Background: an optimization exercise with open tools, aiming at small area, a short achievable clock period and few clock cycles per item. Do not read the settings as production practice.
The RTL was checked by simulation tests, not by an equivalence proof against the original design.
The flow treats the clock pin as an ideal source. Dropping or thinning the clock tree relies on that and would not hold on a real chip.
No activity file was given, so power comes from the tool's default toggle rates.

## run 1
Design cpu, start of the top module:
module cpu (
    input clk,
    input rst,
    input [15:0] sw,
    output [7:0] led
);
Settings: LEC_CHECK=0, CAP_MARGIN=20, CORE_MARGIN=2, CORE_UTILIZATION=40, SLEW_MARGIN=20; clock period 8.0 ns.
standard.sh (not shown) runs the stock make flow with config.mk's settings and CLKGATE_MAP_FILE= SYNTH_SCRIPT=/design/flow/synth_recipe.tcl, a recipe that flattens the netlist after the stock synthesis.
==> flow/flow/run.sh <==
#!/bin/bash
# The standard layout (standard.sh), with these changes:
# - synthesis: ABC maps the logic with this flow's abc.script instead of the
#   ORFS script, and Yosys's adder extraction is skipped so ABC sees all the
#   logic. Registers, flattening and renaming are those of the standard
#   synthesis (synth_recipe.tcl with abc_override.tcl inserted).
# - flow/env.sh may set further ORFS variables (timing-repair target, port
#   buffer cell).
set -euo pipefail
here=$(pwd)
{ head -n 1 synth_recipe.tcl; cat flow/abc_override.tcl; tail -n +2 synth_recipe.tcl; } > my_synth.tcl
export MY_ABC_SCRIPT=$here/flow/abc.script
if [[ -f flow/abc_fast.script ]]; then export MY_ABC_FAST=$here/flow/abc_fast.script; fi
if [[ -f flow/env.sh ]]; then source flow/env.sh; fi
sed -e "s#SYNTH_SCRIPT=[^ ]*#SYNTH_SCRIPT=$here/my_synth.tcl ADDER_MAP_FILE=#" standard.sh > my_standard.sh
bash my_standard.sh > flow.log 2>&1
==> flow/flow/abc.script <==
strash
dch -f
map
topo
==> flow/flow/abc_override.tcl <==
# Run ABC with this flow's own script in place of the ORFS one (the rest of
# the standard synthesis is unchanged).
proc abc {args} {
  set i [lsearch -exact $args -script]
  if {$i >= 0} { set args [lreplace $args $i [expr {$i + 1}] -script $::env(MY_ABC_SCRIPT)] }
  yosys abc {*}$args
}
==> flow/flow/env.sh <==
export SETUP_SLACK_MARGIN=5.75
export BUFFER_PORTS_ARGS="-buffer_cell sky130_fd_sc_hd__buf_1"
export PRE_CTS_TCL=$here/flow/one_buf.tcl
==> flow/flow/one_buf.tcl <==
# Clock tree of one buffer: the clock port drives a single clkbuf_16 placed at
# the centre of the registers, which drives every register's clock pin.
# Replaces clock_tree_synthesis for this small design (cts.tcl's repair and
# legalisation still run after it).
proc clock_tree_synthesis {args} {
  set block [ord::get_db_block]
  set clk_port [lindex [get_ports clk] 0]
  set net [$block findNet clk]
  set xs 0; set ys 0; set n 0
  foreach it [$net getITerms] {
    set inst [$it getInst]
    set box [$inst getBBox]
    set xs [expr {$xs + ([$box xMin] + [$box xMax]) / 2}]
    set ys [expr {$ys + ([$box yMin] + [$box yMax]) / 2}]
    incr n
  }
  set dbu [$block getDbUnitsPerMicron]
  set x [expr {double($xs) / $n / $dbu}]
  set y [expr {double($ys) / $n / $dbu}]
  puts "one_buf: $n clock sinks, buffer at $x $y"
  insert_buffer -buffer_cell sky130_fd_sc_hd__clkbuf_16 -net clk -location [list $x $y] -buffer_name clkbuf_root -net_name clknet_root
  set_propagated_clock [all_clocks]
}
Testbench counts of run 1, summed over its fixed seeds: cycles 10,080, jobs 2,016.
## Diff of input files: run 2 against run 1
==> flow/flow/abc.script <==
strash
dch
map
topo
==> flow/flow/env.sh <==
export SETUP_SLACK_MARGIN=5.7
export BUFFER_PORTS_ARGS="-buffer_cell sky130_fd_sc_hd__buf_1"
export PRE_CTS_TCL=$here/flow/one_buf.tcl
Findings:
Looking only at power, and setting everything else aside, the lower value of run 2 and run 1 goes to run 2.
Min global-route usage across run 2 and run 1: run 1
Diff run 2 and run 1: die area lower in run 1
Clock skew improves in run 2 relative to run 1.
Between run 2 and run 1, it is run 2 whose layout overhead on the synthesized area is lower, by 3.8 points.
Edits applied to the flow inputs when going from run 2 to run 3:
# run 2
export LEC_CHECK = 0
export CAP_MARGIN = 20
export CORE_MARGIN = 2
export CORE_UTILIZATION = 40
export SLEW_MARGIN = 20
create_clock -name core_clock -period 8.0 [get_ports {clk}]
# run 3
export LEC_CHECK = 0
export CAP_MARGIN = 20
export CORE_MARGIN = 2
export CORE_UTILIZATION = 65
export PLACE_DENSITY = 0.8
export SLEW_MARGIN = 20
create_clock -name core_clock -period 8.0 [get_ports {clk}]
==> flow/flow/abc.script <==
strash
dch -f
map
topo
==> flow/flow/env.sh <==
export SETUP_SLACK_MARGIN=5.7
export PRE_GLOBAL_PLACE_TCL=$here/flow/ports.tcl
export PRE_CTS_TCL=$here/flow/one_buf.tcl
==> flow/flow/ports.tcl (new file) <==
# Port buffers: buf_1 on the inputs (they feed registers directly and arrive
# with time to spare), buf_2 on the outputs (the register-to-output path is
# the design's critical path).
rename buffer_ports my_orig_buffer_ports
proc buffer_ports {args} {
  my_orig_buffer_ports -inputs -buffer_cell sky130_fd_sc_hd__buf_1
  my_orig_buffer_ports -outputs -buffer_cell sky130_fd_sc_hd__buf_2
}
==> run notes <==
Looking at the reports, run 2 completed the entire flow and the layout it produced met the timing, design-rule and antenna checks.
Looking at the reports, run 3 completed the entire flow and the layout it produced met the timing, design-rule and antenna checks.
Compared with run 2, in run 3 smallest hold slack went up by 0.0056 ns; footprint of the flip-flops and latches shows a reduction of 0.64%; sequential-to-total area share from yosys stat saw an increase; cell area went down about 4.3%; leftover overflow at the end of global routing now sits at about the same level.
Summary of run 3 over run 2: clock skew increased 0.0048 ns; switching fraction of total power decreased 0.86 points.
Inputs modified between run 3 and run 4:
# run 3
export LEC_CHECK = 0
export CAP_MARGIN = 20
export CORE_MARGIN = 2
export CORE_UTILIZATION = 65
export PLACE_DENSITY = 0.8
export SLEW_MARGIN = 20
create_clock -name core_clock -period 8.0 [get_ports {clk}]
# run 4
export LEC_CHECK = 0
export CAP_MARGIN = 20
export CORE_MARGIN = 2
export CORE_UTILIZATION = 65
export SLEW_MARGIN = 20
create_clock -name core_clock -period 8.0 [get_ports {clk}]
Findings:
Run 4: all stages complete, timing, DRC and antenna checks passed
Comparing run 3 against run 4, there is no change at all in utilization.
Comparing run 4 against run 3, there is no change at all in routed length per placed instance.
The peak clock frequency supported by timing was comparable across run 3 and run 4.
The sequential cell count on run 3 is in line with that on run 4.
Re global-route wire length before repair: no difference whatsoever between run 3 and run 4.
Delta (run 4 minus run 3): initial core utilization closely matched the old numbers; register area saw little to no change; final period utilization shows no meaningful change; number of top-level pins essentially unchanged; average via count per standard cell did not really move.
As far as die footprint goes, run 4 and run 3 are indistinguishable; the numbers are identical.
Input-level comparison between run 5 and run 4:
# run 4
export LEC_CHECK = 0
export CAP_MARGIN = 20
export CORE_MARGIN = 2
export CORE_UTILIZATION = 65
export SLEW_MARGIN = 20
create_clock -name core_clock -period 8.0 [get_ports {clk}]
# run 5
export LEC_CHECK = 0
export CAP_MARGIN = 20
export CORE_MARGIN = 2
export CORE_UTILIZATION = 40
export SLEW_MARGIN = 20
create_clock -name core_clock -period 8.0 [get_ports {clk}]
==> flow/flow/abc.script <==
strash
&get -n
&dch -f
&nf
&put
topo
==> flow/flow/env.sh <==
export SETUP_SLACK_MARGIN=5.7
export BUFFER_PORTS_ARGS="-buffer_cell sky130_fd_sc_hd__buf_1"
export PRE_CTS_TCL=$here/flow/one_buf.tcl
removed: flow/flow/ports.tcl
Run 5 against run 4; area after synthesis is down by a few percent. Cmp run 5 vs run 4: count of vias placed by the detailed router lower in run 5. Area of combinational cells with multiple inputs went up slightly going from run 4 to run 5. Of run 5 and run 4, the run reporting the higher inverter count was run 4. Route | run 5 vs run 4 | wire shorter in run 5. Row clock power: run 5 higher / run 4 lower.
#### Input delta (run 6 over run 5)
==> flow/flow/abc.script <==
strash
map -a
topo
- Changes observed in run 6 relative to run 5: cell area after synthesis grew by 6.8%, internal power component now sits higher.
- A timing startpoint of the critical path of res[2] is what run 5 shows, while res[0] belongs to run 6.
- Changes observed in run 6 relative to run 5: number of antenna violations at the first check in global routing held, core outline area went up 140 µm², arrival time of the worst setup path went down 0.02 ns, synthesis-to-layout area growth moved up.
- All of run 5 and run 6 finish clean.
No run of this note takes its clock network from TritonCTS; it comes from the design's own scripts or RTL.

==> port drivers added, routing unchanged <==
The flow's constraints put no driver on any port. The routed layouts listed below were extracted and timed again, unchanged, in two steps.
Step 1, drivers: a clkbuf_16 drives clk and a buf_2 each remaining input, both assumed.
Step 2 also shifts input and output timing later by t, the mid clock arrival at the registers, as if the neighbouring blocks saw the same clock.
a / b / c = ideal / step 1 / step 2; a / b = the first two.
| run | shift t [ns] | setup WS [ns] | pins driven straight from the clock port |
|---|---|---|---|
| run 1 | 0.190 | 5.782 / 5.753 / 5.877 | 1 |
| run 2 | 0.193 | 5.740 / 5.710 / 5.902 | 1 |
| run 3 | 0.185 | 5.752 / 5.725 / 5.846 | 1 |
| run 4 | 0.185 | 5.752 / 5.725 / 5.846 | 1 |
| run 5 | 0.188 | 5.726 / 5.699 / 5.839 | 1 |
| run 6 | 0.191 | 5.748 / 5.721 / 5.872 | 1 |
After both steps setup and hold are still met in every run listed.
